This is an optimization exercise on Yosys and OpenROAD, whose aim is small area, a short achievable clock period and few clock cycles per item, not a production implementation. In this exercise RTL edits were held to simulation tests only and were not proved equivalent to the original. Power and IR drop assume default switching activity.

File: design/flow/config.mk
export PLATFORM = sky130hd
export DESIGN_NAME = cache
export DESIGN_NICKNAME = cache
export VERILOG_FILES = /design/flow/design.v
export SDC_FILE = /design/flow/constraint.sdc
export NUM_CORES = 4
export LEC_CHECK = 0
export CAP_MARGIN = 20
export CORE_MARGIN = 2
export CORE_UTILIZATION = 60
export CTS_CLUSTER_DIAMETER = 100
export CTS_CLUSTER_SIZE = 25
export SETUP_SLACK_MARGIN = 5.0
export SLEW_MARGIN = 20
export SYNTH_HIERARCHICAL = 1
export SYNTH_MINIMUM_KEEP_SIZE = 0
export TNS_END_PERCENT = 5
File: design/flow/constraint.sdc
create_clock -name core_clock -period 8.0 [get_ports {clk}]
set_input_delay 1.6000 -clock core_clock [delete_from_list [all_inputs] [get_ports {clk}]]
set_output_delay 1.6000 -clock core_clock [all_outputs]
set_load 0.01 [all_outputs]
File: design/flow/design.v
module cache(
    clk,
    proc_reset,
    proc_read,
    proc_write,
    proc_addr,
    proc_rdata,
    proc_wdata,
    proc_stall,
    mem_read,
    mem_write,
    mem_addr,
    mem_rdata,
    mem_wdata,
    mem_ready
);
    input          clk;
    input          proc_reset;
    input          proc_read, proc_write;
    input   [29:0] proc_addr;
    input   [31:0] proc_wdata;
    output         proc_stall;
    output  [31:0] proc_rdata;
    input  [127:0] mem_rdata;
    input          mem_ready;
    output         mem_read, mem_write;
    output  [27:0] mem_addr;
    output [127:0] mem_wdata;
    integer i, k;
    reg [127:0] data_r  [0:7];
    reg  [25:0] tag_r   [0:7];
    reg   [7:0] valid_r;
    reg   [7:0] dirty_r;
    reg   [3:0] lru_r;           
    reg         done_r, wb_r, rd_r;
    reg         mrd_r;           
    reg         stall_r;         
    reg   [7:0] hw_r;            
    reg   [7:0] vs_r;            
    reg         vw0_r, vw1_r;    
    reg   [7:0] fl_r;            
    reg   [3:0] so_r;            
    reg   [3:0] sw_r;            
    reg         way_r;           
    reg  [31:0] rdata_r;
    reg  [27:0] maddr_r;
    reg [127:0] mwdata_r;
    wire  [1:0] idx    = proc_addr[3:2];
    wire  [1:0] off    = proc_addr[1:0];
    wire [25:0] tag_in = proc_addr[29:4];
    wire        req    = proc_read | proc_write;
    wire        look   = ~(done_r | rd_r);
    wire [3:0] sset  = 4'b0001 << idx;
    wire [3:0] sword = 4'b0001 << off;
    reg [3:0] vict_set, vdirty_set;
    always @(*) begin
        for (i = 0; i < 4; i = i + 1) begin
            vict_set[i] = valid_r[2*i] ? (valid_r[2*i+1] ? lru_r[i] : 1'b1) : 1'b0;
            vdirty_set[i] = vict_set[i] ? (valid_r[2*i+1] & dirty_r[2*i+1])
                                        : (valid_r[2*i] & dirty_r[2*i]);
        end
    end
    reg [7:0] vsel;      
    always @(*) begin
        for (i = 0; i < 8; i = i + 1)
            vsel[i] = sset[i/2] & (vict_set[i/2] == i[0]);
    end
    wire [7:0] sv;
    wire [1:0] idx_n = ~idx;
    genvar gs;
    generate
        for (gs = 0; gs < 8; gs = gs + 1) begin : g_sv
            g_and3 u(.a(gs[2] ? idx[1] : idx_n[1]), .b(gs[1] ? idx[0] : idx_n[0]), .c(valid_r[gs]), .y(sv[gs]));
        end
    endgenerate
    wire [7:0] hv_n;     
    genvar gl;
    generate
        for (gl = 0; gl < 8; gl = gl + 1) begin : g_match
            tag_miss u_miss(.a(tag_r[gl]), .b(tag_in), .v(sv[gl]), .y(hv_n[gl]));
        end
    endgenerate
    wire hit0, hit1;
    g_nand4 u_hit0(.a(hv_n[0]), .b(hv_n[2]), .c(hv_n[4]), .d(hv_n[6]), .y(hit0));
    g_nand4 u_hit1(.a(hv_n[1]), .b(hv_n[3]), .c(hv_n[5]), .d(hv_n[7]), .y(hit1));
    wire nhit;
    g_nor2 u_nhit(.a(hit0), .b(hit1), .y(nhit));
    wire vict       = |(sset & vict_set);
    wire vict_dirty = |(sset & vdirty_set);
    wire [127:0] blk0, blk1;
    wire  [31:0] w0, w1, wm;
    genvar gb;
    generate
        for (gb = 0; gb < 128; gb = gb + 1) begin : g_blk
            sel_ao4 u0(.s(sset), .d({data_r[6][gb], data_r[4][gb], data_r[2][gb], data_r[0][gb]}), .y(blk0[gb]));
            sel_ao4 u1(.s(sset), .d({data_r[7][gb], data_r[5][gb], data_r[3][gb], data_r[1][gb]}), .y(blk1[gb]));
        end
        for (gb = 0; gb < 32; gb = gb + 1) begin : g_word
            sel_ao4 u0(.s(sword), .d({blk0[96+gb], blk0[64+gb], blk0[32+gb], blk0[gb]}), .y(w0[gb]));
            sel_ao4 u1(.s(sword), .d({blk1[96+gb], blk1[64+gb], blk1[32+gb], blk1[gb]}), .y(w1[gb]));
            sel_ao4 um(.s(so_r), .d({mem_rdata[96+gb], mem_rdata[64+gb], mem_rdata[32+gb], mem_rdata[gb]}), .y(wm[gb]));
        end
    endgenerate
    wire [127:0] vblk = ({128{vw1_r}} & blk1) | ({128{vw0_r}} & blk0);
    reg  [25:0] vtag;
    always @(*) begin
        vtag = 26'd0;
        for (i = 0; i < 8; i = i + 1)
            vtag = vtag | ({26{vs_r[i]}} & tag_r[i]);
    end
    wire wb_busy = wb_r & ~mem_ready;    
    wire fill = rd_r & mem_ready;
    wire to_wb = (fill & vict_dirty) | wb_busy;
    assign proc_stall = stall_r;
    assign proc_rdata = rdata_r;
    assign mem_write  = wb_r;
    assign mem_read   = mrd_r;
    assign mem_addr   = maddr_r;
    assign mem_wdata  = mwdata_r;
    reg [127:0] din;
    always @(*) begin
        for (k = 0; k < 4; k = k + 1)
            din[32*k +: 32] = sw_r[k] ? proc_wdata : mem_rdata[32*k +: 32];
    end
    wire  [27:0] maddr_n;
    wire [127:0] mwdata_n;
    wire         maddr_ld = fill | (~rd_r & ~wb_busy);
    wire  [27:0] maddr_d = {rd_r ? vtag : tag_in, idx};
    genvar gm;
    generate
        for (gm = 0; gm < 28; gm = gm + 1) begin : g_maddr
            hold_mux u(.ld(maddr_ld), .q(maddr_r[gm]), .d(maddr_d[gm]), .y(maddr_n[gm]));
        end
        for (gm = 0; gm < 128; gm = gm + 1) begin : g_mwdata
            hold_mux u(.ld(fill), .q(mwdata_r[gm]), .d(vblk[gm]), .y(mwdata_n[gm]));
        end
    endgenerate
    wire        rst_n = ~proc_reset;
    wire        go_rd = rst_n & look & req & ~wb_busy;   
    wire        rd_on = rst_n & rd_r & ~mem_ready;       
    wire        go_dn = rst_n & look & req;              
    wire        fl_dn = rst_n & fill;
    wire        nwl   = ~(proc_write & look);
    wire        rd_n, mrd_n, done_n, stall_n, way_n;
    wire  [7:0] fl_n, hw_n;
    wire [31:0] rdata_n;
    wire [31:0] wx = (|fl_r) ? wm : w0;
    g_ao21  u_rd(.a(go_rd), .b(nhit), .c(rd_on), .y(rd_n));
    g_ao21  u_mrd(.a(go_rd), .b(nhit), .c(rst_n & mrd_r & ~mem_ready), .y(mrd_n));
    g_ooa   u_done(.a(hit0), .b(hit1), .c(go_dn), .d(fl_dn), .y(done_n));
    g_ooai  u_stall(.a(hit0), .b(hit1), .c(go_dn), .d(fl_dn), .y(stall_n));
    g_mux2  u_way(.s(rd_r), .a(hit1), .b(vict), .y(way_n));
    genvar gn;
    generate
        for (gn = 0; gn < 8; gn = gn + 1) begin : g_next
            g_ao21 uf(.a(go_rd & vsel[gn]), .b(nhit), .c(rd_on & vsel[gn]), .y(fl_n[gn]));
            g_nor2 uh(.a(hv_n[gn]), .b(nwl), .y(hw_n[gn]));
        end
        for (gn = 0; gn < 32; gn = gn + 1) begin : g_rdata
            g_mux2 u(.s(hit1), .a(wx[gn]), .b(w1[gn]), .y(rdata_n[gn]));
        end
    endgenerate
    always @(posedge clk) begin
        rd_r     <= rd_n;
        mrd_r    <= mrd_n;
        fl_r     <= fl_n;
        done_r   <= done_n;
        stall_r  <= stall_n;
        way_r    <= way_n;
        hw_r     <= hw_n;
        rdata_r  <= rdata_n;
        vs_r     <= vsel;
        vw1_r    <= vict;
        vw0_r    <= ~vict;
        so_r     <= sword;
        sw_r     <= sword & {4{proc_write}};
        maddr_r  <= maddr_n;
        mwdata_r <= mwdata_n;
        for (i = 0; i < 8; i = i + 1) begin
            for (k = 0; k < 4; k = k + 1)
                if ((fl_r[i] & mem_ready) | (hw_r[i] & sw_r[k]))
                    data_r[i][32*k +: 32] <= din[32*k +: 32];
            if (fl_r[i] & mem_ready)
                tag_r[i] <= tag_in;
            if ((fl_r[i] & mem_ready) | hw_r[i])
                dirty_r[i] <= proc_write;
        end
        for (i = 0; i < 4; i = i + 1)
            if (sset[i] & done_r)
                lru_r[i] <= ~way_r;
    end
    always @(posedge clk) begin
        if (proc_reset) begin
            wb_r    <= 1'b0;
            valid_r <= 8'd0;
        end else begin
            wb_r    <= to_wb;
            for (i = 0; i < 8; i = i + 1)
                if (fl_r[i] & mem_ready)
                    valid_r[i] <= 1'b1;
        end
    end
endmodule
module tag_miss(
    input  [25:0] a,
    input  [25:0] b,
    input         v,
    output        y
);
    wire [25:0] d;
    wire [13:0] ok1;     
    wire  [6:0] bad2;    
    wire  [2:0] ok3;
    genvar g;
    generate
        for (g = 0; g < 26; g = g + 1) begin : g_d
            g_xor2 u(.a(a[g]), .b(b[g]), .y(d[g]));
        end
        for (g = 0; g < 13; g = g + 1) begin : g_ok1
            g_nor2 u(.a(d[2*g]), .b(d[2*g+1]), .y(ok1[g]));
        end
    endgenerate
    assign ok1[13] = v;
    generate
        for (g = 0; g < 7; g = g + 1) begin : g_bad2
            g_nand2 u(.a(ok1[2*g]), .b(ok1[2*g+1]), .y(bad2[g]));
        end
    endgenerate
    g_nor3  u_ok3a(.a(bad2[0]), .b(bad2[1]), .c(bad2[2]), .y(ok3[0]));
    g_nor2  u_ok3b(.a(bad2[3]), .b(bad2[4]), .y(ok3[1]));
    g_nor2  u_ok3c(.a(bad2[5]), .b(bad2[6]), .y(ok3[2]));
    g_nand3 u_y(.a(ok3[0]), .b(ok3[1]), .c(ok3[2]), .y(y));
endmodule
module hold_mux(
    input  ld,
    input  q,
    input  d,
    output y
);
    assign y = ld ? d : q;
endmodule
module sel_ao4(
    input  [3:0] s,
    input  [3:0] d,
    output       y
);
    assign y = (s[0] & d[0]) | (s[1] & d[1]) | (s[2] & d[2]) | (s[3] & d[3]);
endmodule
module g_and3(input a, input b, input c, output y);
    assign y = a & b & c;
endmodule
module g_ao21(input a, input b, input c, output y);
    assign y = (a & b) | c;
endmodule
module g_ooa(input a, input b, input c, input d, output y);
    assign y = ((a | b) & c) | d;
endmodule
module g_ooai(input a, input b, input c, input d, output y);
    assign y = ~(((a | b) & c) | d);
endmodule
module g_mux2(input s, input a, input b, output y);
    assign y = s ? b : a;
endmodule
module g_xor2(input a, input b, output y);
    assign y = a ^ b;
endmodule
module g_nor2(input a, input b, output y);
    assign y = ~(a | b);
endmodule
module g_nand2(input a, input b, output y);
    assign y = ~(a & b);
endmodule
module g_nor3(input a, input b, input c, output y);
    assign y = ~(a | b | c);
endmodule
module g_nand3(input a, input b, input c, output y);
    assign y = ~(a & b & c);
endmodule
module g_nand4(input a, input b, input c, input d, output y);
    assign y = ~(a & b & c & d);
endmodule
File: design/flow/flow/run.sh
#!/bin/bash
# The standard layout, with three changes: ports are buffered with buf_2
# cells instead of the default delay-buffer cells; the resizer may swap cells
# across footprints (so those buffers can be resized like any other cell);
# and clock tree synthesis adds no dummy loads.
set -euo pipefail
bash standard.sh MATCH_CELL_FOOTPRINT=0 \
  "BUFFER_PORTS_ARGS=-buffer_cell sky130_fd_sc_hd__buf_2" \
  "CTS_ARGS=-sink_clustering_enable -repair_clock_nets -sink_clustering_size 25 -sink_clustering_max_diameter 100 -dont_use_dummy_load" \
  finish > standard.log 2>&1
File: design/flow/standard.sh
#!/bin/bash
# synth_recipe.tcl (not shown) runs the flow's synth.tcl, then flattens the netlist and writes it again
# the make line also repeats each setting of config.mk as NAME=value (left out here)
make -C /OpenROAD-flow-scripts/flow DESIGN_CONFIG=/design/flow/config.mk WORK_HOME=/design/flow/orfs CLKGATE_MAP_FILE= SYNTH_SCRIPT=/design/flow/synth_recipe.tcl "${@:-finish}"
==> reports/qor.txt, run 1 <==
Fin util = 67.0%
Gate power share = 14.2%
Switching share of total power = 24.8%
GR Util All Layers = 37.2%
Syn Inst Count = 3874
CTS Hold Bufs = 0
Die X = 320 um
Synth unique cells = 39
Ratio of cells with drive above 1 in the final layout = 22.5%
Share of power burned in registers = 60.1%
Clk buf depth = 3
Total grt overflow = 0
Area contributors post-synth = edfxtp_1, a22oi_1, dfxtp_1
Final Hold Viols = 0
Initial antenna violation count = 7
Endpoints failing setup = 0
Clock Latency Late Sink = 0.68 ns
Top_reg_cell synth = edfxtp_1
Number of nets in the layout = 4546
Area leader, netlist = edfxtp_1
Core Rows = 115
Largest net degree at the start of global routing = 87
#FFs+latches synth = 1480
Seq/Total Area, Yosys = 70.4%
RSZ-0062 raised after global routing = yes
Setup Total Neg Slack = 0 ns
Total nets after synthesis = 4069
Antenna viol nets, final = 0
Root Driver = clkbuf_16
Hold Crit Class = reg -> reg
CP Class = in -> reg
Vias per cell = 6.88
Die area = 0.102 mm2
Highest Clock Rate = 313 MHz
Final Power = 14.9 mW
Post-synth EDFFs = 1244
Synth Cell Area = 0.0598 mm2
Drt drc = 0
P_leak = 24.1 nW
Placed cell area = 0.0637 mm2
Slew at the pin with the worst max-slew slack = 1.18 ns
Warnings from Yosys = 11
Async S/R FF share, synth = 0%
Core area = 0.0986 mm2
Pwr Density = 226 mW/mm2
Slew Viols, Final = 0
First-pass GRT wire length = 270000 um
Total CTS buffers = 69
Drt first pass iters = 6
Max_cap viols = 0
CTS H-tree lvls = 3
Hold Path End = mwdata_r[11]
Reg clk slew, reported paths = 0.10 ns
Reg2Reg Depth = 4
CP max FO = 65
Reg2reg setup slack = 5.18 ns
Final Critical Period = 3.19 ns
Routed WL = 192000 um
CP endpoint kind = register
Area grow syn2layout = 10.5%
Hold slack = 0.492 ns
Outcome = complete, no violations
Fin crit share = 39.9%
Port bufs = 385
Number of global-route vias before repair = 37517
Clk_skew = 0.0808 ns
Crit path launch type = input pin
Design Area, Final = 0.0660 mm2
Max VDD drop = 0.210 mV
Switching Power = 3.71 mW
RePlAce Congestion = 0.846
Required @ worst endpoint = 8.63 ns
Wire length per cell = 34.0 um
Syn_area_per_cell = 15.4 um2
WP data arrival = 3.82 ns
Worst r2r dst = data_r[0][116]
Post-synth top area share = 62.5%
Power Internal = 11.2 mW
DR iter-0 viols = 5410
Slew margin rel. = 21.6%
CTS tree = built
Clk pwr share = 25.7%
CTS sink cnt = 1480
HP Start = mwdata_r[11]
Initial Utilization = 60.6%
Top Ports = 386
Hold path cells = 1
Via count = 38825
DP Wirelength = 105000 um
R2R Path Start = sw_r[3]
Chip Height = 320 um
==> per-module statistics from Yosys, one instance, submodules excluded, excerpt <==
module,copies in the design,flops+latches,cells inside
g_nand3,8,0,1
g_xor2,208,0,1
g_ooa,1,0,2
cache,1,1480,2196
g_and3,8,0,1
g_nand2,56,0,1
g_ooai,1,0,2
g_mux2,33,0,1
g_ao21,10,0,1
sel_ao4,352,0,3
g_nor2,129,0,1
g_nand4,2,0,1
hold_mux,156,0,1
==> per-layer routing <==
| metal | up-vias | track usage (%) | wire (um) | share of wire, % |
|---|---|---|---|---|
| met2 | 2648 | 58.9 | 89500 | 47 |
| met4 | 2 | 14.4 | 8490 | 4.4 |
| met3 | 433 | 7.92 | 22600 | 12 |
| met1 | 19504 | 50.8 | 71400 | 37 |
| met5 | - | 0 | 13 | 0.0068 |
| li1 | 16238 | - | - | - |
==> critical path, stage by stage <==
cell     delay, ns
buf_2         0.36
nor2b_4       0.22
buf_4         0.87
a22oi_1       0.28
nand2_1       0.13
mux2_4        0.14
mux2_4        0.13
==> cell type report <==
cell class	instances	area, um2
flip-flops and latches	1480	42100
fillers	7043	32500
multi-input cells	2292	17500
repair buffers	481	2970
clock buffers	69	1730
well taps	1287	1610
inverters	26	105
diodes	4	10.0
repair inverters	1	7.51
==> state kept, by name (all words and copies together), names as in the netlist, 4 cells and up <==
| name | flops |
|---|---|
| vs_r | 8 |
| rdata_r | 32 |
| data_r | 1024 |
| so_r | 4 |
| maddr_r | 28 |
| mwdata_r | 128 |
| tag_r | 208 |
| sw_r | 4 |
| valid_r | 8 |
| hw_r | 8 |
| fl_r | 8 |
| lru_r | 4 |
| dirty_r | 8 |
==> worst max-delay path by stage <==
| stage | start | endpoint | depth (start not counted) |
|---|---|---|---|
| floorplan | proc_addr[2] | rdata_r[11] | 7 |
| global placement | proc_addr[3] | rdata_r[11] | 10 |
| detailed placement | proc_addr[3] | rdata_r[11] | 10 |
| CTS | mem_ready | data_r[4][98] | 4 |
| global route | mem_ready | data_r[1][115] | 4 |
| finish | proc_addr[1] | rdata_r[12] | 7 |
==> cells by family (layout without fill, tap and decap cells) <==
family / count (synthesis) / count (layout) / synth area share [%]
AOI/OAI and AO/OA: 985 / 985 / 12.8
xor gates and xnor gates: 208 / 208 / 3.05
muxes: 352 / 352 / 8.01
other: 0 / 4 / 0
DFF: 1480 / 1480 / 70.4
buffers and inverters: 105 / 577 / 0.743
and+or+nand+nor: 744 / 747 / 5.00
==> power groups by stage <==
stage               registers (mW)  logic, mW  clock network (mW)
finish                        8.98       2.12                3.84
global route                  9.01       2.23                4.12
CTS                           8.97       2.10                3.87
detailed placement            9.15       2.04                   0
global placement              9.14       2.01                   0
floorplan                     9.20       1.12                   0
==> cells in the final DEF (no fill, tap or decap), types with 4 or more instances in the layout <==
cell / instances
edfxtp_1: 1244
a22oi_1: 701
nand2_1: 457
buf_2: 374
dfxtp_1: 221
mux2_4: 219
xor2_1: 208
nor2_1: 186
a22o_1: 180
mux2_2: 132
clkbuf_16: 77
buf_4: 73
a221oi_1: 53
a31oi_1: 27
nand2_2: 20
inv_1: 19
nand2_4: 14
dfxtp_2: 13
buf_6: 12
nand2b_1: 11
and3_1: 10
a21o_1: 10
nand3_1: 9
nor3_2: 7
nand4_1: 6
clkbuf_4: 5
diode_2: 4
nor2b_4: 4
o21ai_0: 4
and2_1: 4
buf_12: 4
==> cells in the mapped netlist (11+ instances only) <==
master / n
a22oi_1: 704
mux2_2: 132
a22o_1: 180
nand2b_1: 11
edfxtp_1: 1244
a31oi_1: 27
mux2_4: 219
nand2_1: 492
clkbuf_1: 52
a221oi_1: 53
nor2_1: 189
dfxtp_1: 236
xor2_1: 208
inv_1: 26
buf_2: 22
==> repair_timing <==
action                                  CTS  global route
gates cloned                             16             0
endpoints found under the setup margin  252           239
pin swaps                                 6             0
setup buffers                            20             0
resized for setup                        52             8
==> stage by stage <==
step / setup slack [ns] / std cells
6_report: 4.81 / 5640
2_1_floorplan: 2.58 / 3874
4_1_cts: 4.87 / 5636
5_1_grt: 4.78 / 5640
3_3_place_gp: 3.30 / 5531
3_5_place_dp: 3.28 / 5531
Testbench counts, summed over its fixed seeds: cycles 94,456, requests 18,000.
==> run 2: changes to the inputs <==
==> design/flow/flow/run.sh (replaced) <==
#!/bin/bash
set -euo pipefail
bash standard.sh MATCH_CELL_FOOTPRINT=0 SETUP_SLACK_MARGIN=5.5 \
  "BUFFER_PORTS_ARGS=-buffer_cell sky130_fd_sc_hd__buf_2" \
  "CTS_ARGS=-sink_clustering_enable -repair_clock_nets -sink_clustering_size 25 -sink_clustering_max_diameter 100 -dont_use_dummy_load" \
  finish > standard.log 2>&1
--- a/design/flow/config.mk
+++ b/design/flow/config.mk
@@ -12,3 +12,2 @@
 export CTS_CLUSTER_SIZE = 25
-export SETUP_SLACK_MARGIN = 5.0
 export SLEW_MARGIN = 20
==> run 2 against run 1 <==
Net effect:
- combinational power rose by 6%
- synthesized cell count unchanged
- first-iteration DRC count increased by 4.5%
- critical path type unchanged
- largest power group unchanged
- highest routed layer unchanged
==> reports/qor.txt, run 2 <==
Required @ worst endpoint = 8.56 ns
CP endpoint kind = register
Number of global-route vias before repair = 38300
Most frequent cell after synthesis = edfxtp_1
Initial antenna violation count = 7
Drt drc = 0
Slew margin rel. = 25.9%
Top Ports = 386
WP data arrival = 3.56 ns
Vias per cell = 6.97
Most flops, register = data_r
Clock Latency Late Sink = 0.69 ns
Final Critical Period = 2.99 ns
Endpoints failing setup = 0
Chip Height = 320 um
Hold Crit Class = reg -> reg
DR iter-0 viols = 5656
Max_cap viols = 0
Synth unique cells = 39
Async S/R FF share, synth = 0%
Worst r2r dst = data_r[6][105]
Die X = 320 um
Commonest cells after routing, fill and taps aside = edfxtp_1, a22oi_1, nand2_1, buf_2, mux2_4
Commonest non-fill, non-tap cell in the layout = edfxtp_1
Reg clk slew, reported paths = 0.10 ns
Antenna viol nets, final = 0
Total CTS buffers = 69
Syn_area_per_cell = 15.4 um2
Post-synth top area share = 62.5%
Area contributors post-synth = edfxtp_1, a22oi_1, dfxtp_1
CTS tree = built
Gate power share = 14.9%
CTS Hold Bufs = 0
Port bufs = 385
Die area = 0.102 mm2
CTS sink cnt = 1480
#FFs+latches synth = 1480
Core Rows = 115
Reg2reg setup slack = 5.14 ns
CP Capture Point = rdata_r[1]
Core area = 0.0986 mm2
Total nets after synthesis = 4069
Slew Viols, Final = 0
Ratio of cells with drive above 1 in the final layout = 25.9%
Setup Total Neg Slack = 0 ns
Design Area, Final = 0.0679 mm2
RePlAce Congestion = 0.846
DP Wirelength = 105000 um
Total grt overflow = 0
Crit path launch type = input pin
First-pass GRT wire length = 281000 um
Clk_skew = 0.0799 ns
Area grow syn2layout = 13.6%
Wire length per cell = 35.5 um
CP max FO = 9
Largest regs = data_r x1024, tag_r x208, mwdata_r x128
Syn Inst Count = 3874
Highest Clock Rate = 334 MHz
Slew at the pin with the worst max-slew slack = 1.11 ns
Max reg flops = 1024
R2R Path Start = sw_r[3]
Synth cell count leaders = edfxtp_1, a22oi_1, nand2_1
Top_reg_cell synth = edfxtp_1
Root Driver = clkbuf_16
Final Hold Viols = 0
Origin of the worst setup path = proc_addr[2]
Warnings from Yosys = 11
Largest net degree at the start of global routing = 71
Initial Utilization = 60.6%
Max VDD drop = 0.209 mV
Drt first pass iters = 6
Placed cell area = 0.0637 mm2
Post-synth EDFFs = 1244
Share of power burned in registers = 59.6%
Filler cell count = 6860
P_leak = 24.8 nW
Routed WL = 203000 um
Area leader, netlist = edfxtp_1
Number of nets in the layout = 4618
CTS H-tree lvls = 3
Pwr Density = 222 mW/mm2
Fin crit share = 37.4%
Switching Power = 3.78 mW
CP Class = in -> reg
Reg2Reg Depth = 4
Clk pwr share = 25.5%
Power Internal = 11.3 mW
Outcome = complete, no violations
Switching share of total power = 25.1%
GR Util All Layers = 39.0%
Via count = 39823
Fin util = 68.9%
Clk buf depth = 3
RSZ-0062 raised after global routing = yes
Synth Cell Area = 0.0598 mm2
Seq/Total Area, Yosys = 70.4%
-- run 2: through the flow --
stage,hold slack (ns),setup WS [ns],power [mW],cells
2_1_floorplan,0.450,2.58,10.3,3874
3_3_place_gp,0.463,3.30,11.2,5531
3_5_place_dp,0.464,3.28,11.2,5531
4_1_cts,0.492,5.12,15.0,5696
5_1_grt,0.505,4.99,15.5,5711
6_report,0.491,5.01,15.1,5711
-- run 2: power groups by stage --
stage,Clock (mW),Sequential [mW],Combinational [mW]
final,3.85,8.99,2.25
after global routing,4.11,9.02,2.35
after CTS,3.87,8.98,2.20
after global placement,0,9.14,2.01
after floorplan,0,9.20,1.12
after detailed placement,0,9.15,2.04
-- run 2: timing repair --
item	4_1_cts	5_1_grt
setup endpoints to repair	1387	1417
cloned	42	1
gates resized for setup	246	66
setup buffers	54	11
pin swaps	38	30
-- run 2: Yosys stat by module, one instance, submodules excluded, a selection --
module | cells | flip-flops and latches
g_ooa | 2 | 0
g_nand2 | 1 | 0
g_xor2 | 1 | 0
cache | 2196 | 1480
g_nand4 | 1 | 0
sel_ao4 | 3 | 0
hold_mux | 1 | 0
g_mux2 | 1 | 0
g_nor3 | 1 | 0
-- run 2: cell type report --
class	count	area (um2)	share of cell area, %
Antenna cell	3	7.51	0.0111
Clock buffer	69	1730	2.54
Inverter	26	109	0.160
Multi-Input combinational cell	2295	18000	26.6
Sequential cell	1480	42100	62.0
Tap cell	1287	1610	2.37
Timing Repair Buffer	550	4280	6.30
Timing Repair inverter	1	7.51	0.0111
-- run 2: per-layer routing --
metal | track usage (%) | up-vias | share of wire [%]
li1 | - | 16385 | -
met1 | 52.4 | 20083 | 37
met2 | 61.1 | 2801 | 46
met3 | 9.52 | 550 | 12
met4 | 16.8 | 4 | 5.1
met5 | 0 | - | 0.012
-- run 2: cells by family after synthesis --
group | after synthesis | share of synthesized area, %
flip-flops | 1480 | 70.4
AO/OA/AOI/OAI | 985 | 12.8
AND/OR/NAND/NOR | 744 | 5.00
multiplexers | 352 | 8.01
XOR/XNOR | 208 | 3.05
buffers and inverters | 105 | 0.743
-- run 2: worst min path at each step --
stage,startpoint,end,cells after the start
2_1_floorplan,valid_r[1],valid_r[1],2
3_3_place_gp,valid_r[1],valid_r[1],2
3_5_place_dp,maddr_r[26],maddr_r[26],1
4_1_cts,maddr_r[16],maddr_r[16],1
5_1_grt,mwdata_r[45],mwdata_r[45],1
6_report,mwdata_r[91],mwdata_r[91],1
-- run 2: critical path: stages --
cell,delay (ns)
clkbuf_16,0.15
nand2_8,0.09
clkinvlp_4,0.11
buf_12,0.19
buf_12,0.17
a22oi_2,0.12
nand2_1,0.11
a22oi_2,0.36
nand2_1,0.11
mux2_4,0.28
mux2_4,0.27
==> run 3: changes to the inputs <==
--- a/design/flow/design.v
+++ b/design/flow/design.v
@@ -90,3 +90,5 @@
     wire [127:0] blk0, blk1;
-    wire  [31:0] w0, w1, wm;
+    wire  [31:0] w0x, w1, wm;
+    wire         fetch = |fl_r;           
+    wire   [3:0] sword0 = sword & {4{~fetch}};
     genvar gb;
@@ -98,3 +100,3 @@
         for (gb = 0; gb < 32; gb = gb + 1) begin : g_word
-            sel_ao4 u0(.s(sword), .d({blk0[96+gb], blk0[64+gb], blk0[32+gb], blk0[gb]}), .y(w0[gb]));
+            sel_ao5 u0(.s(sword0), .d({blk0[96+gb], blk0[64+gb], blk0[32+gb], blk0[gb]}), .f(fetch), .m(wm[gb]), .y(w0x[gb]));
             sel_ao4 u1(.s(sword), .d({blk1[96+gb], blk1[64+gb], blk1[32+gb], blk1[gb]}), .y(w1[gb]));
@@ -126,3 +128,3 @@
     wire [127:0] mwdata_n;
-    wire         maddr_ld = fill | (~rd_r & ~wb_busy);
+    wire         maddr_ld = mem_ready | ~(rd_r | wb_r);
     wire  [27:0] maddr_d = {rd_r ? vtag : tag_in, idx};
@@ -134,3 +136,3 @@
         for (gm = 0; gm < 128; gm = gm + 1) begin : g_mwdata
-            hold_mux u(.ld(fill), .q(mwdata_r[gm]), .d(vblk[gm]), .y(mwdata_n[gm]));
+            hold_mux u(.ld(fetch), .q(mwdata_r[gm]), .d(vblk[gm]), .y(mwdata_n[gm]));
         end
@@ -146,3 +148,2 @@
     wire [31:0] rdata_n;
-    wire [31:0] wx = (|fl_r) ? wm : w0;
     g_ao21  u_rd(.a(go_rd), .b(nhit), .c(rd_on), .y(rd_n));
@@ -159,3 +160,3 @@
         for (gn = 0; gn < 32; gn = gn + 1) begin : g_rdata
-            g_mux2 u(.s(hit1), .a(wx[gn]), .b(w1[gn]), .y(rdata_n[gn]));
+            g_mux2 u(.s(hit1), .a(w0x[gn]), .b(w1[gn]), .y(rdata_n[gn]));
         end
@@ -241,2 +242,11 @@
 endmodule
+module sel_ao5(
+    input  [3:0] s,
+    input  [3:0] d,
+    input        f,
+    input        m,
+    output       y
+);
+    assign y = (s[0] & d[0]) | (s[1] & d[1]) | (s[2] & d[2]) | (s[3] & d[3]) | (f & m);
+endmodule
 module sel_ao4(
--- a/design/flow/flow/run.sh
+++ b/design/flow/flow/run.sh
@@ -1,4 +1,8 @@
 #!/bin/bash
+# The standard layout, with three changes: ports are buffered with buf_2
+# cells instead of the default delay-buffer cells; the resizer may swap cells
+# across footprints (so those buffers can be resized like any other cell);
+# and clock tree synthesis adds no dummy loads.
 set -euo pipefail
-bash standard.sh MATCH_CELL_FOOTPRINT=0 SETUP_SLACK_MARGIN=5.5 \
+bash standard.sh MATCH_CELL_FOOTPRINT=0 \
   "BUFFER_PORTS_ARGS=-buffer_cell sky130_fd_sc_hd__buf_2" \
--- a/design/flow/config.mk
+++ b/design/flow/config.mk
@@ -12,2 +12,3 @@
 export CTS_CLUSTER_SIZE = 25
+export SETUP_SLACK_MARGIN = 5.0
 export SLEW_MARGIN = 20
==> run 3 against run 2 <==
Net effect:
- critical path type unchanged
- highest routed layer unchanged
- cell count decreased by 1.8%
- register-to-register slack lost 0.02 ns
- maximum frequency is 4.2% lower
- combinational power about the same
- area after synthesis decreased by 0.48%
- sequential power up 1%
- global-route usage is 3.1 points lower
- die area down 0.47%
- synthesized cell count down 0.80%
- cell area fell by 2.8%
==> reports/qor.txt, run 3 <==
Busiest grt layer = met2
Root Driver = clkbuf_16
CP Class = in -> reg
Largest regs = data_r x1024, tag_r x208, mwdata_r x128
Clock Latency Late Sink = 0.67 ns
Core Rows = 115
R2R Path Start = sw_r[1]
Routed WL = 187000 um
Total nets after synthesis = 4038
RSZ-0062 raised after global routing = yes
Total CTS buffers = 69
Initial Utilization = 60.5%
CTS tree = built
Die X = 319 um
Antenna viol nets, final = 0
CTS Hold Bufs = 0
Commonest non-fill, non-tap cell in the layout = edfxtp_1
Chip Height = 319 um
Most frequent cell after synthesis = edfxtp_1
Via count = 38547
Area grow syn2layout = 11.0%
Reg2reg setup slack = 5.12 ns
#FFs+latches synth = 1480
Synth unique cells = 45
DR iter-0 viols = 5398
Met3 Resource Use GR = 7.21%
Vias per cell = 6.87
P_leak = 24.1 nW
Design Area, Final = 0.0660 mm2
Drt first pass iters = 8
Fin crit share = 39.0%
Met2 Use GR = 56.6%
Wire length per cell = 33.4 um
HP Start = maddr_r[11]
Die area = 0.102 mm2
Max_cap viols = 0
Hold Crit Class = reg -> reg
Switching share of total power = 25.2%
Warnings from Yosys = 11
CTS sink cnt = 1480
Most flops, register = data_r
Post-synth EDFFs = 1244
Commonest cells after routing, fill and taps aside = edfxtp_1, a22oi_1, nand2_1, buf_2, dfxtp_1
Final Power = 15.2 mW
Hold Path End = maddr_r[11]
Port bufs = 385
Worst r2r dst = data_r[1][40]
Switching Power = 3.83 mW
Number of nets in the layout = 4520
Initial antenna violation count = 3
Filler cell count = 6919
Clk_skew = 0.0597 ns
Outcome = complete, no violations
Setup Total Neg Slack = 0 ns
Synth Cell Area = 0.0595 mm2
GR met1 Demand/Resource = 50.1%
Final Hold Viols = 0
Slew margin rel. = 23.0%
WP data arrival = 3.44 ns
Area contributors post-synth = edfxtp_1, a22oi_1, dfxtp_1
Slew at the pin with the worst max-slew slack = 1.15 ns
CP max FO = 18
CP endpoint kind = register
DP Wirelength = 102000 um
Largest net degree at the start of global routing = 138
Top Ports = 386
Highest Clock Rate = 320 MHz
Top_reg_cell synth = edfxtp_1
Pwr Density = 230 mW/mm2
GR Util All Layers = 35.9%
Hold slack = 0.478 ns
Max VDD drop = 0.190 mV
Post-synth top area share = 62.8%
Placed cell area = 0.0634 mm2
Async S/R FF share, synth = 0%
Hold path cells = 1
Area leader, netlist = edfxtp_1
Synth cell count leaders = edfxtp_1, a22oi_1, nand2_1
Clk buf depth = 3
Syn Inst Count = 3843
Reg2Reg Depth = 4
Max reg flops = 1024
Number of global-route vias before repair = 36855
Final cell count without fillers = 5611
Syn_area_per_cell = 15.5 um2
Endpoints failing setup = 0
Power Internal = 11.4 mW
Drt drc = 0
Ratio of cells with drive above 1 in the final layout = 22.4%
Reg clk slew, reported paths = 0.09 ns
Gate power share = 14.9%
Required @ worst endpoint = 8.31 ns
First-pass GRT wire length = 261000 um
Slew Viols, Final = 0
Clk pwr share = 25.1%
RePlAce Congestion = 0.855
Core area = 0.0983 mm2
Seq/Total Area, Yosys = 70.8%
Placed instance count = 5508
Final Critical Period = 3.12 ns
Share of power burned in registers = 60.0%
Total grt overflow = 0
CTS H-tree lvls = 3
Crit path launch type = input pin
## run 3: changes by cell type after synthesis, sizes merged, moves of 4 or more
cell and change:
clkbuf -42, buf +40, and3 +4, a222oi +32, a22oi -32, mux2 -33
## run 3: worst max-delay path, cell delays in order
cell	delay, ns
buf_2	0.29
nand2_1	0.30
nand2_2	0.66
buf_4	0.56
## run 3: power by group through the flow
| stage | Sequential, mW | Clock, mW | Combinational, mW |
|---|---|---|---|
| finish | 9.11 | 3.82 | 2.26 |
| global route | 9.13 | 4.08 | 2.37 |
| CTS | 9.10 | 3.84 | 2.21 |
| detailed placement | 9.27 | 0 | 2.16 |
| global placement | 9.27 | 0 | 2.13 |
| floorplan | 9.28 | 0 | 1.19 |
## run 3: cell type report
type	instances	area (um2)	area share, %
Antenna cell	1	2.50	0.00379
Clock buffer	69	1730	2.62
Inverter	26	101	0.154
Multi-Input combinational cell	2263	17200	26.1
Sequential cell	1480	42100	63.8
Tap cell	1287	1610	2.44
Timing Repair Buffer	485	3240	4.91
## run 3: repair_timing
item                       CTS  global route
gates cloned                13             5
pin swaps                    7            20
setup buffers                6             9
setup endpoints to repair  198           157
hold endpoints to repair     0             0
gates resized for setup     75            53
## run 3: stage by stage
step | util (%) | setup slack [ns]
after floorplan | - | 2.59
after global placement | 64.5 | 3.40
after detailed placement | 64.5 | 3.36
after CTS | 66.8 | 4.95
after global routing | 67.2 | 4.89
final | 67.2 | 4.88
## run 3: worst max path at each step
stage | from | endpoint | slack (ns) | depth (start not counted)
5_1_grt | mem_ready | data_r[6][15] | 4.89 | 4
6_report | mem_ready | data_r[6][15] | 4.88 | 4
2_1_floorplan | proc_addr[2] | rdata_r[0] | 2.59 | 7
3_3_place_gp | proc_addr[3] | rdata_r[10] | 3.40 | 8
3_5_place_dp | proc_addr[3] | rdata_r[15] | 3.36 | 8
4_1_cts | proc_addr[2] | rdata_r[10] | 4.95 | 8
## run 3: logic make-up after synthesis
kind of cell / after synthesis / share of synthesized area, %
buffers and inverters: 103 / 0.882
XOR/XNOR: 208 / 3.06
AO/OA/AOI/OAI: 984 / 13.0
AND/OR/NAND/NOR: 748 / 5.08
multiplexers: 320 / 7.25
flip-flops: 1480 / 70.8
## run 3: metal layers
metal | vias up | routed length [um]
li1 | 16184 | -
met1 | 19559 | 72700
met2 | 2417 | 86800
met3 | 383 | 21000
met4 | 4 | 6940
met5 | - | 26
## run 3: per-module statistics from Yosys (local to each module, per instance), a selection
module	area, um2	flip-flops and latches	cells inside
g_nor2	3.75	0	1
sel_ao5	21.3	0	3
g_nor3	10.0	0	1
g_nand3	5.00	0	1
g_nand2	3.75	0	1
g_ooa	11.3	0	2
g_and3	6.26	0	1
g_mux2	15.0	0	1
hold_mux	15.0	0	1
g_nand4	6.26	0	1
sel_ao4	18.8	0	3
g_ao21	7.51	0	1
Testbench counts of run 3, summed over its fixed seeds: cycles 94,456, requests 18,000.
==> run 4: changes to the inputs <==
--- a/design/flow/design.v
+++ b/design/flow/design.v
@@ -87,2 +87,9 @@
     g_nor2 u_nhit(.a(hit0), .b(hit1), .y(nhit));
+    wire [3:0] hit1c;
+    genvar gh;
+    generate
+        for (gh = 0; gh < 4; gh = gh + 1) begin : g_hit1c
+            g_nand4 u(.a(hv_n[1]), .b(hv_n[3]), .c(hv_n[5]), .d(hv_n[7]), .y(hit1c[gh]));
+        end
+    endgenerate
     wire vict       = |(sset & vict_set);
@@ -92,12 +99,22 @@
     wire         fetch = |fl_r;           
-    wire   [3:0] sword0 = sword & {4{~fetch}};
+    wire         nfetch = ~fetch;
+    wire   [3:0] ssetc   [0:15];
+    wire   [3:0] swordc  [0:3];
+    wire   [3:0] sword0c [0:3];
     genvar gb;
     generate
+        for (gb = 0; gb < 16; gb = gb + 1) begin : g_ssetc
+            dec4 u(.a(idx), .y(ssetc[gb]));
+        end
+        for (gb = 0; gb < 4; gb = gb + 1) begin : g_swordc
+            dec4  u1(.a(off), .y(swordc[gb]));
+            dec4e u0(.a(off), .e(nfetch), .y(sword0c[gb]));
+        end
         for (gb = 0; gb < 128; gb = gb + 1) begin : g_blk
-            sel_ao4 u0(.s(sset), .d({data_r[6][gb], data_r[4][gb], data_r[2][gb], data_r[0][gb]}), .y(blk0[gb]));
-            sel_ao4 u1(.s(sset), .d({data_r[7][gb], data_r[5][gb], data_r[3][gb], data_r[1][gb]}), .y(blk1[gb]));
+            sel_ao4 u0(.s(ssetc[gb/8]), .d({data_r[6][gb], data_r[4][gb], data_r[2][gb], data_r[0][gb]}), .y(blk0[gb]));
+            sel_ao4 u1(.s(ssetc[gb/8]), .d({data_r[7][gb], data_r[5][gb], data_r[3][gb], data_r[1][gb]}), .y(blk1[gb]));
         end
         for (gb = 0; gb < 32; gb = gb + 1) begin : g_word
-            sel_ao5 u0(.s(sword0), .d({blk0[96+gb], blk0[64+gb], blk0[32+gb], blk0[gb]}), .f(fetch), .m(wm[gb]), .y(w0x[gb]));
-            sel_ao4 u1(.s(sword), .d({blk1[96+gb], blk1[64+gb], blk1[32+gb], blk1[gb]}), .y(w1[gb]));
+            sel_ao5 u0(.s(sword0c[gb/8]), .d({blk0[96+gb], blk0[64+gb], blk0[32+gb], blk0[gb]}), .f(fetch), .m(wm[gb]), .y(w0x[gb]));
+            sel_ao4 u1(.s(swordc[gb/8]), .d({blk1[96+gb], blk1[64+gb], blk1[32+gb], blk1[gb]}), .y(w1[gb]));
             sel_ao4 um(.s(so_r), .d({mem_rdata[96+gb], mem_rdata[64+gb], mem_rdata[32+gb], mem_rdata[gb]}), .y(wm[gb]));
@@ -160,3 +177,10 @@
         for (gn = 0; gn < 32; gn = gn + 1) begin : g_rdata
-            g_mux2 u(.s(hit1), .a(w0x[gn]), .b(w1[gn]), .y(rdata_n[gn]));
+            g_mux2 u(.s(hit1c[gn/8]), .a(w0x[gn]), .b(w1[gn]), .y(rdata_n[gn]));
+        end
+    endgenerate
+    wire [63:0] den;
+    genvar ge;
+    generate
+        for (ge = 0; ge < 64; ge = ge + 1) begin : g_den
+            g_ao22 u(.a(fl_r[ge/8]), .b(mem_ready), .c(hw_r[ge/8]), .d(sw_r[(ge%8)/2]), .y(den[ge]));
         end
@@ -180,5 +204,5 @@
         for (i = 0; i < 8; i = i + 1) begin
-            for (k = 0; k < 4; k = k + 1)
-                if ((fl_r[i] & mem_ready) | (hw_r[i] & sw_r[k]))
-                    data_r[i][32*k +: 32] <= din[32*k +: 32];
+            for (k = 0; k < 8; k = k + 1)
+                if (den[8*i+k])
+                    data_r[i][16*k +: 16] <= din[16*k +: 16];
             if (fl_r[i] & mem_ready)
@@ -258,2 +282,11 @@
 endmodule
+module dec4(input [1:0] a, output [3:0] y);
+    assign y = 4'b0001 << a;
+endmodule
+module dec4e(input [1:0] a, input e, output [3:0] y);
+    assign y = {4{e}} & (4'b0001 << a);
+endmodule
+module g_ao22(input a, input b, input c, input d, output y);
+    assign y = (a & b) | (c & d);
+endmodule
 module g_and3(input a, input b, input c, output y);
==> run 4 against run 3 <==
Net effect:
- wire length decreased by 3.0%
- area after synthesis up 1.5%
- critical path type unchanged
- register-to-register slack worse by 0.09 ns
- non-clock buffer count is 19 lower
- hold slack gained 0.013 ns
- count of clock-buffer cells in the layout did not move
- clock skew up 0.011 ns
- total power is 0.28% higher
- die area is 1.5% higher
==> reports/qor.txt, run 4 <==
Outcome = complete, no violations
XOR/XNOR share of the synthesized area = 3.02%
Origin of the worst setup path = mem_ready
CP max stage cell = a22o_1
DR iter-0 viols = 5291
First-pass GRT wire length = 256000 um
Root Driver = clkbuf_16
Top_reg_cell synth = edfxtp_1
Core area = 0.0999 mm2
Commonest non-fill, non-tap cell in the layout = edfxtp_1
Ratio of cells with drive above 1 in the final layout = 21.9%
Synth unique cells = 48
Reg clk slew, reported paths = 0.09 ns
Initial Utilization = 60.4%
Slew margin rel. = 23.6%
GR Util All Layers = 34.6%
R2R Path Start = fl_r[7]
CP Cell Sequence = buf_2, buf_4, a22o_1
Core Rows = 116
Clk buf depth = 3
CTS sink cnt = 1480
Top Ports = 386
Total nets after synthesis = 4129
Commonest cells after routing, fill and taps aside = edfxtp_1, a22oi_1, nand2_1, buf_2, a22o_1
Largest net degree at the start of global routing = 79
P_leak = 24.1 nW
Highest Clock Rate = 322 MHz
Mux cell area share after synthesis = 7.13%
Crit path launch type = input pin
Post-synth EDFFs = 1244
Syn_area_per_cell = 15.3 um2
Adder-cell share of the synthesized area = 0%
Die area = 0.103 mm2
Syn Inst Count = 3934
Endpoints failing setup = 0
Hold Path End = mwdata_r[125]
Initial antenna violation count = 12
Routed WL = 182000 um
Final Hold Viols = 0
Warnings from Yosys = 11
Max incr delay on CP = 1.03 ns
Drt drc = 0
Synth cell count leaders = edfxtp_1, a22oi_1, nand2_1
Most frequent cell after synthesis = edfxtp_1
Simple-Gate Fraction of Synth Area = 5.83%
Clock Latency Late Sink = 0.69 ns
Clk_skew = 0.0709 ns
Slew at the pin with the worst max-slew slack = 1.15 ns
Total CTS buffers = 69
CP endpoint kind = register
Largest regs = data_r x1024, tag_r x208, mwdata_r x128
Area grow syn2layout = 9.81%
Reg2reg setup slack = 5.03 ns
Port bufs = 385
CP Class = in -> reg
Hold path cells = 1
Final Critical Period = 3.10 ns
Fin crit share = 38.8%
CTS H-tree lvls = 3
Total grt overflow = 0
Number of nets in the layout = 4590
Setup Total Neg Slack = 0 ns
Number of global-route vias before repair = 36595
Hold slack = 0.490 ns
Synth Cell Area = 0.0604 mm2
Max_cap viols = 0
Worst r2r dst = rdata_r[21]
Post-synth top area share = 61.9%
WP data arrival = 3.38 ns
Chip Height = 321 um
Drt first pass iters = 9
Main combinational cell family by area after synthesis = compound AO/OA/AOI/OAI gates
Reg2Reg Depth = 8
HP Start = mwdata_r[125]
Die X = 321 um
Max reg flops = 1024
Compound-Gate Fraction of Synth Area = 13.7%
Largest delay share family, worst path = compound AO/OA/AOI/OAI gates
Wire length per cell = 31.9 um
Antenna viol nets, final = 0
Seq/Total Area, Yosys = 69.7%
Most flops, register = data_r
Buf+Inv Stages, Crit Path = 2
DP Wirelength = 121000 um
CTS tree = built
Slew Viols, Final = 0
Area leader, netlist = edfxtp_1
Setup ws final = 4.90 ns
Max VDD drop = 0.206 mV
RSZ-0062 raised after global routing = yes
Pwr Density = 230 mW/mm2
Vias per cell = 6.74
Hold Crit Class = reg -> reg
Area contributors post-synth = edfxtp_1, a22oi_1, dfxtp_1
Pre-CTS setup slack = 3.19 ns
CP max FO = 78
Via count = 38389
RePlAce Congestion = 0.958
#FFs+latches synth = 1480
Async S/R FF share, synth = 0%
Required @ worst endpoint = 8.28 ns
run 4: cell types whose count changed in the layout (fill, tap and decap cells not counted), sizes merged, moves of 17 or more:
cell,change
and2,+25
nor2,+25
nand2,-71
a22o,+64
and2b,+17
nor2b,+22
run 4: cell families (layout without fill, tap and decap cells):
group                  Yosys count  count (layout)
other                            0               7
multiplexers                   319             319
AO/OA/AOI/OAI                 1045            1045
flip-flops                    1480            1480
XOR/XNOR                       208             208
AND/OR/NAND/NOR                790             791
buffers and inverters           92             550
run 4: metrics by stage:
stage                     cells  instance area (um2)  power [mW]  util (%)
after floorplan            3934                60400        10.5         -
after global placement     5610                64200        11.5      64.3
after detailed placement   5611                64200        11.5      64.3
after CTS                  5690                66200        15.2      66.3
after global routing       5696                66300        15.7      66.4
final                      5698                66300        15.2      66.4
run 4: worst max path at each step:
stage,end,slack (ns),cells past startpoint
final,data_r[0][98],4.90,3
after global routing,data_r[0][103],4.85,3
after CTS,tag_r[5][12],4.85,4
after detailed placement,rdata_r[21],3.19,9
after global placement,rdata_r[25],3.25,9
after floorplan,rdata_r[0],4.95,7
run 4: routing by layer:
layer	wire, um	GRT usage, %	up-vias
met5	71	0	-
met4	5980	10.9	10
met3	19100	7.75	271
met2	82300	52.7	2112
met1	74400	50.1	19421
li1	-	-	16575
run 4: cell type report:
| cell class | instances | area [um2] |
|---|---|---|
| flip-flops and latches | 1480 | 42100 |
| fillers | 7215 | 33600 |
| multi-input cells | 2363 | 18100 |
| repair buffers | 466 | 2670 |
| clock buffers | 69 | 1730 |
| well taps | 1298 | 1620 |
| inverters | 15 | 60.1 |
| diodes | 7 | 17.5 |
run 4: what timing repair did:
| action | 4_1_cts | 5_1_grt |
|---|---|---|
| pin swaps | 7 | 1 |
| resized for setup | 31 | 21 |
| setup endpoints to repair | 359 | 602 |
| gates cloned | 2 | 1 |
| buffers inserted | 8 | 0 |
| hold buffers | 0 | 0 |
run 4: power breakdown:
group / leakage, nW / switching, mW / internal [mW] / total, mW
Combinational: 10.1 / 1.30 / 1.02 / 2.32
Sequential: 13.2 / 0.320 / 8.78 / 9.10
Clock: 0.850 / 2.26 / 1.55 / 3.81
Total: 24.1 / 3.88 / 11.4 / 15.2
run 4: Yosys stat by module, one instance, submodules excluded, a selection:
module	times used	flip-flops and latches	cell area [um2]	cells inside
g_and3	8	0	6.26	1
g_nand2	56	0	3.75	1
dec4	20	0	26.3	4
g_nor2	129	0	3.75	1
dec4e	4	0	37.5	4
hold_mux	156	0	15.0	1
g_xor2	208	0	8.76	1
g_ao21	10	0	7.51	1
g_nand3	8	0	5.00	1
Testbench counts of run 4, summed over its fixed seeds: cycles 94,456, requests 18,000.
==> run 5: changes to the inputs <==
==> design/flow/flow/run.sh (replaced) <==
#!/bin/bash
set -euo pipefail
bash standard.sh MATCH_CELL_FOOTPRINT=0 SETUP_SLACK_MARGIN=5.5 \
  "BUFFER_PORTS_ARGS=-buffer_cell sky130_fd_sc_hd__buf_2" \
  "CTS_ARGS=-sink_clustering_enable -repair_clock_nets -sink_clustering_size 25 -sink_clustering_max_diameter 100 -dont_use_dummy_load" \
  finish > standard.log 2>&1
--- a/design/flow/config.mk
+++ b/design/flow/config.mk
@@ -12,3 +12,2 @@
 export CTS_CLUSTER_SIZE = 25
-export SETUP_SLACK_MARGIN = 5.0
 export SLEW_MARGIN = 20
==> run 5 against run 4 <==
Net effect:
- global-route usage up 2.3 points
- critical path depth down 2
- maximum frequency rose by 9.0%
- wire length is 6.3% higher
- cell count up 1.6%
- critical path type is now reg -> out
==> reports/qor.txt, run 5 <==
Outcome = complete, no violations
Max VDD drop = 0.210 mV
Final Power = 15.5 mW
Antenna viol nets, final = 0
Highest Clock Rate = 351 MHz
Max incr delay on CP = 0.42 ns
Setup ws final = 5.15 ns
Slew margin rel. = 15.1%
Routed WL = 193000 um
Wire length per cell = 33.4 um
First-pass GRT wire length = 271000 um
Async S/R FF share, synth = 0%
Largest regs = data_r x1024, tag_r x208, mwdata_r x128
Slew at the pin with the worst max-slew slack = 1.27 ns
Total nets after synthesis = 4129
Initial antenna violation count = 4
RSZ-0062 raised after global routing = yes
Clk pwr share = 24.6%
Multi-input logic area = 0.0192 mm2
Drt drc = 0
Root Driver = clkbuf_16
CP endpoint kind = primary output
CTS H-tree lvls = 3
Max reg flops = 1024
#FFs+latches synth = 1480
RePlAce Congestion = 0.931
DP Wirelength = 122000 um
Warnings from Yosys = 11
Syn_area_per_cell = 15.3 um2
Most frequent cell after synthesis = edfxtp_1
Number of nets in the layout = 4686
Post-synth top area share = 61.9%
Top Ports = 386
Reg2reg setup slack = 5.29 ns
Via count = 39791
Synth unique cells = 48
GR Util All Layers = 37.0%
Number of global-route vias before repair = 37120
Final Critical Period = 2.85 ns
Area contributors post-synth = edfxtp_1, a22oi_1, dfxtp_1
Largest net degree at the start of global routing = 80
DR iter-0 viols = 5715
Pre-CTS setup slack = 3.09 ns
Initial Utilization = 60.4%
Die area = 0.103 mm2
P_leak = 25.0 nW
Fin util = 68.9%
Gate power share = 16.1%
CP Cell Sequence = buf_2
Clock Latency Late Sink = 0.67 ns
Core Rows = 116
Slew Viols, Final = 0
Ratio of cells with drive above 1 in the final layout = 29.5%
Switching share of total power = 25.8%
CP Class = reg -> out
Total CTS buffers = 69
Top_reg_cell synth = edfxtp_1
Clk buf depth = 3
Buf+Inv Stages, Crit Path = 1
Post-synth EDFFs = 1244
Pwr Density = 225 mW/mm2
CTS sink cnt = 1480
Setup Total Neg Slack = 0 ns
Vias per cell = 6.87
Syn Inst Count = 3934
Die X = 321 um
Area leader, netlist = edfxtp_1
Chip Height = 321 um
Area grow syn2layout = 14.0%
Synth Cell Area = 0.0604 mm2
Clk_skew = 0.0568 ns
Seq/Total Area, Yosys = 69.7%
Max_cap viols = 0
Synth cell count leaders = edfxtp_1, a22oi_1, nand2_1
Endpoints failing setup = 0
Commonest cells after routing, fill and taps aside = edfxtp_1, a22oi_1, nand2_1, buf_2, a22o_1
Largest delay share family, worst path = flip-flops
Required @ worst endpoint = 6.40 ns
Fin crit share = 35.6%
Crit path launch type = register
Hold Crit Class = reg -> reg
Final Hold Viols = 0
Most flops, register = data_r
WP data arrival = 1.25 ns
Filler cell count = 6973
Register area = 0.0422 mm2
CTS tree = built
Commonest non-fill, non-tap cell in the layout = edfxtp_1
Reg clk slew, reported paths = 0.09 ns
Share of power burned in registers = 59.3%
Core area = 0.0999 mm2
CP max FO = 2
Drt first pass iters = 6
Switching Power = 3.98 mW
CP max stage cell = dfxtp_1
Total grt overflow = 0
Port bufs = 385
Power Internal = 11.5 mW
run 5: worst paths after layout:
check,start,end,cells after the start
worst max register to register,fl_r[1],rdata_r[24],9
worst min-delay path,maddr_r[15],maddr_r[15],1
worst min register to register,maddr_r[15],maddr_r[15],1
worst max-delay path,mwdata_r[117],mem_wdata[117],1
run 5: logic make-up after synthesis:
kind of cell    Yosys count  synth area share (%)
compound gates         1045                  13.7
flops                  1480                  69.7
simple gates            790                  5.83
xor+xnor                208                  3.02
buf+inv                  92                 0.618
mux                     319                  7.13
run 5: modules after synthesis (local to each module, per instance), a selection:
module	times used	cells	area, um2	flops+latches
cache	1	2092	46800	1480
dec4e	4	4	37.5	0
g_ooai	1	2	11.3	0
g_nand3	8	1	5.00	0
g_nand4	6	1	6.26	0
g_mux2	33	1	15.0	0
g_ao22	64	1	8.76	0
run 5: through the flow:
step	instances	hold slack (ns)	cell area, um2
2_1_floorplan	3934	0.459	60400
3_3_place_gp	5608	0.464	64200
3_5_place_dp	5608	0.465	64200
4_1_cts	5785	0.488	68700
5_1_grt	5788	0.500	68800
6_report	5790	0.485	68800
run 5: cell type report:
class,count,area share [%]
Antenna cell,3,0.0109
Sequential cell,1480,61.3
Clock buffer,69,2.51
Tap cell,1298,2.36
Inverter,15,0.0909
Multi-Input combinational cell,2375,27.9
Timing Repair Buffer,550,5.79
run 5: power by group through the flow:
stage,combinational (mW),sequential (mW),clock (mW)
after floorplan,1.18,9.28,0
after global placement,2.22,9.30,0
after detailed placement,2.25,9.30,0
after CTS,2.44,9.15,3.83
after global routing,2.60,9.18,4.09
final,2.49,9.16,3.80
run 5: what timing repair did:
action,in CTS,in global routing
pin swaps,176,1
endpoints found under the setup margin,1660,1464
buffers inserted,69,2
resized for setup,521,17
cloned,39,0
hold buffers,0,0
run 5: layer usage:
metal | track usage [%] | vias up | wire length (um)
li1 | - | 16778 | -
met1 | 54.1 | 20009 | 76500
met2 | 54.8 | 2667 | 85400
met3 | 9.08 | 333 | 24500
met4 | 12.2 | 4 | 6890
met5 | 0 | - | 28
==> run 6: changes to the inputs <==
--- a/design/flow/flow/run.sh
+++ b/design/flow/flow/run.sh
@@ -2,3 +2,3 @@
 set -euo pipefail
-bash standard.sh MATCH_CELL_FOOTPRINT=0 SETUP_SLACK_MARGIN=5.5 \
+bash standard.sh MATCH_CELL_FOOTPRINT=0 SETUP_SLACK_MARGIN=5.8 \
   "BUFFER_PORTS_ARGS=-buffer_cell sky130_fd_sc_hd__buf_2" \
==> run 6 against run 5 <==
Net effect:
- count of clock-buffer cells in the layout stayed put
- total power is 0.50% higher
- combinational power is 5% higher
- cell count is 0.86% higher
- largest cell class unchanged
- sequential power is 0.7% lower
- area after synthesis stayed put
==> reports/qor.txt, run 6 <==
HP Start = maddr_r[13]
Drt first pass iters = 8
Via count = 40285
Chip Height = 321 um
Slew Viols, Final = 0
Ratio of cells with drive above 1 in the final layout = 32.7%
Commonest non-fill, non-tap cell in the layout = edfxtp_1
Total CTS buffers = 69
P_leak = 25.5 nW
CP Cell Sequence = buf_2
GR met1 Demand/Resource = 52.3%
Slew at the pin with the worst max-slew slack = 1.04 ns
Largest delay share family, worst path = flip-flops
Clk_skew = 0.0545 ns
Die area = 0.103 mm2
RePlAce Congestion = 0.925
Max incr delay on CP = 0.42 ns
Required @ worst endpoint = 6.40 ns
Met2 Use GR = 56.1%
Vias per cell = 6.90
Total grt overflow = 0
Clock Latency Late Sink = 0.67 ns
CP max stage cell = dfxtp_4
Hold Crit Class = reg -> reg
Initial antenna violation count = 6
Met3 Resource Use GR = 8.88%
Warnings from Yosys = 11
Max_cap viols = 0
Wire length per cell = 33.3 um
Most frequent cell after synthesis = edfxtp_1
Endpoints failing setup = 0
Root Driver = clkbuf_16
Fin crit share = 35.4%
Number of global-route vias before repair = 38438
Placed cell area = 0.0642 mm2
Synth unique cells = 48
Antenna viol nets, final = 0
Initial Utilization = 60.4%
Slew margin rel. = 30.9%
CTS sink cnt = 1480
WP data arrival = 1.23 ns
Crit path launch type = register
Synth Cell Area = 0.0604 mm2
Pwr Density = 221 mW/mm2
CTS H-tree lvls = 3
Total nets after synthesis = 4129
CTS tree = built
Drt drc = 0
First-pass GRT wire length = 273000 um
Largest regs = data_r x1024, tag_r x208, mwdata_r x128
R2R Path Start = fl_r[5]
Syn_area_per_cell = 15.3 um2
RSZ-0062 raised after global routing = yes
Final Critical Period = 2.83 ns
Number of nets in the layout = 4737
Die X = 321 um
GR Util All Layers = 37.0%
Area contributors post-synth = edfxtp_1, a22oi_1, dfxtp_1
Final Hold Viols = 0
Most flops, register = data_r
CP endpoint kind = primary output
DR iter-0 viols = 5805
Post-synth EDFFs = 1244
Post-synth top area share = 61.9%
Core Rows = 116
Placed instance count = 5594
DP Wirelength = 122000 um
CP max FO = 2
Outcome = complete, no violations
Routed WL = 195000 um
Async S/R FF share, synth = 0%
Buf+Inv Stages, Crit Path = 1
Port bufs = 385
#FFs+latches synth = 1480
Max reg flops = 1024
Core area = 0.0999 mm2
CTS Hold Bufs = 0
Largest net degree at the start of global routing = 79
Highest Clock Rate = 353 MHz
Busiest grt layer = met2
Max VDD drop = 0.242 mV
Top Ports = 386
Seq/Total Area, Yosys = 69.7%
Area grow syn2layout = 16.2%
Design Area, Final = 0.0701 mm2
Commonest cells after routing, fill and taps aside = edfxtp_1, a22oi_1, buf_2, nand2_1, xor2_1
Synth cell count leaders = edfxtp_1, a22oi_1, nand2_1
Origin of the worst setup path = mwdata_r[25]
Setup Total Neg Slack = 0 ns
Reg clk slew, reported paths = 0.09 ns
Area leader, netlist = edfxtp_1
CP Class = reg -> out
Top_reg_cell synth = edfxtp_1
Clk buf depth = 3
Syn Inst Count = 3934
Final cell count without fillers = 5840
[run 6: cell counts after synthesis]
No cell type changed its count.
[run 6: power by group]
group | internal (mW) | leakage (nW) | switching [mW]
sequential | 8.80 | 13.2 | 0.303
clock | 1.55 | 0.850 | 2.27
combinational | 1.19 | 11.4 | 1.42
[run 6: cell families after synthesis]
kind of cell | Yosys count | share of synthesized area, %
xor gates and xnor gates | 208 | 3.02
DFF | 1480 | 69.7
buffers and inverters | 92 | 0.618
muxes | 319 | 7.13
AOI/OAI and AO/OA | 1045 | 13.7
and+or+nand+nor | 790 | 5.83
[run 6: repair_timing]
action / in CTS / in global routing
setup buffers: 102 / 19
setup endpoints to repair: 1703 / 1747
gates resized for setup: 589 / 117
pin swaps: 256 / 58
cloned: 50 / 4
endpoints found under the hold margin: 0 / 0
[run 6: cell type report]
| class | count | area, um2 |
|---|---|---|
| sequential | 1480 | 42200 |
| antenna | 2 | 5.00 |
| timing repair buffer | 586 | 4610 |
| clock buffer | 69 | 1730 |
| fill | 6699 | 29700 |
| inverter | 15 | 60.1 |
| multi-input combinational | 2390 | 19900 |
| tap | 1298 | 1620 |
[run 6: path summary, 6_finish.rpt]
check	slack [ns]	end	cells after the start
setup reg to reg	5.32	rdata_r[20]	8
hold / removal	0.49	maddr_r[13]	1
hold reg to reg	0.49	maddr_r[13]	1
setup / recovery	5.17	mem_wdata[25]	1
[run 6: per-module statistics from Yosys (local to each module, per instance), excerpt]
module | copies in the design | cell area (um2)
g_ao21 | 10 | 7.51
dec4e | 4 | 37.5
g_nand2 | 56 | 3.75
g_xor2 | 208 | 8.76
g_and3 | 8 | 6.26
g_nand3 | 8 | 5.00
cache | 1 | 46800
sel_ao5 | 32 | 21.3
g_nand4 | 6 | 6.26
g_nor3 | 8 | 10.0
dec4 | 20 | 26.3
hold_mux | 156 | 15.0
[run 6: per-layer routing]
metal / vias to the layer above / part of all wire, %
li1: 16921 / -
met1: 20261 / 39
met2: 2682 / 45
met3: 417 / 11
met4: 4 / 4.3
met5: - / 0.012
[run 6: metrics by stage]
step | util [%] | total power [mW] | hold WS [ns] | setup WS [ns]
global route | 70.2 | 16.0 | 0.499 | 5.15
global placement | 64.3 | 11.5 | 0.463 | 3.55
finish | 70.2 | 15.5 | 0.486 | 5.17
floorplan | - | 10.5 | 0.459 | 4.95
CTS | 69.6 | 15.4 | 0.487 | 5.14
detailed placement | 64.3 | 11.5 | 0.463 | 3.50

[separate check: timing with driven ports]
The results above use ideal ports. As a check the final layouts listed here were re-extracted and re-timed, cells and wires unchanged. Step 1 (the two cells are an assumption about what drives the block):
set clk [get_ports {clk}]
set_driving_cell -lib_cell sky130_fd_sc_hd__clkbuf_16 $clk
set_driving_cell -lib_cell sky130_fd_sc_hd__buf_2 [delete_from_list [all_inputs] $clk]
Step 2 times the ports against the registers' clock, not the clock port: input delays grow and output delays shrink by t, the midpoint of the rising clock arrivals with the driver on. Slacks: no drivers / after step 1 / after step 2; pairs: no drivers / after step 1.
run | t, ns | setup WS [ns] | hold slack, ns | latest minus earliest clock arrival (ns) | slew at the worst register clock pin (ns)
run 1 | 0.723 | 4.806 / 4.862 / 4.139 | 0.492 / 0.492 / 0.492 | 0.081 / 0.081 | 0.11 / 0.11
run 2 | 0.723 | 5.009 / 4.933 / 4.210 | 0.491 / 0.491 / 0.491 | 0.080 / 0.080 | 0.10 / 0.10
run 3 | 0.714 | 4.876 / 4.928 / 4.214 | 0.478 / 0.478 / 0.478 | 0.061 / 0.060 | 0.10 / 0.10
run 4 | 0.726 | 4.896 / 4.933 / 4.216 | 0.490 / 0.490 / 0.490 | 0.071 / 0.071 | 0.11 / 0.11
run 5 | 0.719 | 5.151 / 4.849 / 4.130 | 0.485 / 0.485 / 0.485 | 0.057 / 0.056 | 0.10 / 0.10
run 6 | 0.731 | 5.171 / 4.926 / 4.195 | 0.486 / 0.486 / 0.486 | 0.067 / 0.066 | 0.11 / 0.11
After both steps every run listed still meets setup and hold. For run 5, which loses most, drivers alone change the setup slack by -0.302 ns; drivers and shift together by -1.021 ns.
